From an optimization exercise on the open Yosys and OpenROAD flow, aimed at small area and a short achievable clock period; shortcuts taken in it are not production practice.
The RTL was checked by simulation tests, not by an equivalence proof against the original design.
Power figures rest on the tool's default switching activity, not on a simulated workload.

==> job 9486 <==
// mips
module mips(
	input clk,
	input rst,
	output [31:0] imem_addr,
	input [31:0] imem_data,
	output [17:0] dmem_addr,
	output [31:0] dmem_wdata,
	output dmem_we,
	output dmem_re,
	input [31:0] dmem_rdata,
	output wb_en,
	output [4:0] wb_addr,
	output [31:0] wb_data);
	wire [5:0] op = imem_data[31:26];
	wire [4:0] rs = imem_data[25:21];
	wire [4:0] rt = imem_data[20:16];
	wire [4:0] rd = imem_data[15:11];
	wire [5:0] fn = imem_data[5:0];
	wire [15:0] imm = imem_data[15:0];
	wire r_type = (op == 6'b000000);
	wire i_addi = (op == 6'b000010);
	wire i_subi = (op == 6'b000001);
	wire i_andi = (op == 6'b000100);
	wire i_ori  = (op == 6'b000101);
	wire i_slti = (op == 6'b000111);
	wire i_lw   = (op == 6'b001000);
	wire i_lb   = (op == 6'b001001);
	wire i_sw   = (op == 6'b010000);
	wire i_sb   = (op == 6'b010001);
	wire i_move = (op == 6'b100010);
	wire i_beq  = (op == 6'b100011);
	wire i_bne  = (op == 6'b100111);
	wire f_add = (fn == 6'b000010);
	wire f_sub = (fn == 6'b000011);
	wire f_or  = (fn == 6'b000101);
	wire f_slt = (fn == 6'b000111);
	wire f_and = ~(f_add | f_sub | f_or | f_slt);
	wire load  = i_lw | i_lb;
	wire store = i_sw | i_sb;
	wire reg_write = r_type | i_addi | i_subi | i_andi | i_ori | i_slti | load | i_move;
	wire [4:0] waddr = r_type ? rd : rt;
  ...
make LEC_CHECK=0 CAP_MARGIN=20 CORE_MARGIN=2 CORE_UTILIZATION=50 CTS_CLUSTER_DIAMETER=80 CTS_CLUSTER_SIZE=20 PLACE_DENSITY=0.6 SETUP_SLACK_MARGIN=5 SLEW_MARGIN=20 SYNTH_HIERARCHICAL=1 TNS_END_PERCENT=5 finish   # period 16.0 ns
run.sh (not shown) runs the stock make flow with config.mk's settings and CLKGATE_MAP_FILE= SYNTH_SCRIPT=/design/flow/synth_recipe.tcl, a recipe that flattens the netlist after the stock synthesis.
==> job 7013 (differences from job 9486) <==
==> flow/flow/run.sh (new file) <==
#!/bin/bash
set -euo pipefail
bash standard.sh SETUP_SLACK_MARGIN=6 \
	"BUFFER_PORTS_ARGS=-buffer_cell sky130_fd_sc_hd__buf_2" \
	finish > flow_make.log 2>&1
==> flow/standard.sh (new file) <==
#!/bin/bash
# synth_recipe.tcl (not shown) runs the flow's synth.tcl, then flattens the netlist and writes it again
# the make line also repeats each setting of config.mk as NAME=value (left out here)
make -C /OpenROAD-flow-scripts/flow DESIGN_CONFIG=/design/flow/config.mk WORK_HOME=/design/flow/orfs CLKGATE_MAP_FILE= SYNTH_SCRIPT=/design/flow/synth_recipe.tcl "${@:-finish}"
--- a/flow/config.mk
+++ b/flow/config.mk
@@ -9,7 +9,6 @@
 export CORE_MARGIN = 2
-export CORE_UTILIZATION = 50
+export CORE_UTILIZATION = 60
 export CTS_CLUSTER_DIAMETER = 80
 export CTS_CLUSTER_SIZE = 20
-export PLACE_DENSITY = 0.6
-export SETUP_SLACK_MARGIN = 5
+export PLACE_DENSITY = 0.72
 export SLEW_MARGIN = 20
removed: flow/run.sh
==> comparison table <==
                                                              job 9486     job 7013
Status                                        timing/DRC/antenna clean  timing/DRC/antenna clean
Met2 wire length                                               86.8 mm      81.5 mm
Core region area                                           93300 sq um  77500 sq um
Data arrival time of the critical path                         8030 ps      7580 ps
Avg WL per Cell                                                43.5 um      43.3 um
Via-to-Cell Ratio                                                 7.94         8.52
Die extent in x                                                 311 um       284 um
Final-layout clock buffer total                                     61           70
Post-route cell area                                       57000 sq um  56100 sq um
Diodes inserted                                                     14            8
Net switching component of the power                           1860 uW      1800 uW
Delay of the slowest cell on the worst path                     550 ps       630 ps
Time the final worst path needs with I/O delays and setup     11230 ps     10780 ps
Area of the die                                            96500 sq um  80600 sq um
PD cells                                                   106 nW/um^2  106 nW/um^2
Non-Filler Instances                                              4930         4713
Final Power                                                    6060 uW      5940 uW
Met3 track demand over resource in global routing                0.234        0.289
Comb pwr share                                                   0.247        0.234
Final cycle utilization of the critical path                     0.702        0.674
# resized after CTS                                                317          311
Worst-margin pin slew                                          1140 ps      1040 ps
Count of placed standard cells including taps                     4634         4398
WP depth                                                            16           17
Gr usage total                                                   0.427        0.486
Largest net degree at the start of global routing                   35           49

-- afterwards: timing with drivers on the ports --
In the flow no input, the clock included, has a driving cell. The finished layouts below were timed again as built, in two steps. Step 1 (the two cells are an assumption about what drives the block):
set clk [get_ports {clk}]
set_driving_cell -lib_cell sky130_fd_sc_hd__clkbuf_16 $clk
set_driving_cell -lib_cell sky130_fd_sc_hd__buf_2 [delete_from_list [all_inputs] $clk]
Step 2 moves the port delays by t, midway between the first and last clock arrival at a register: inputs arrive t later, outputs are due t later. That takes back most of the time a late clock gives input paths. Three values: ideal, step 1, step 2; two values: the first two.
run	shift t [ns]	setup slack, ns	latest minus earliest clock arrival (ns)	worst slew at a driven data input, ns
job 9486	0.778	4.765 / 4.729 / 4.403	0.104 / 0.103	0.07
job 7013	0.758	5.221 / 5.102 / 5.102	0.071 / 0.070	0.15
After both steps setup and hold are still met in every run listed. The setup slack of job 9486, which loses most, moves by -0.036 ns with the drivers and by -0.362 ns with both steps.
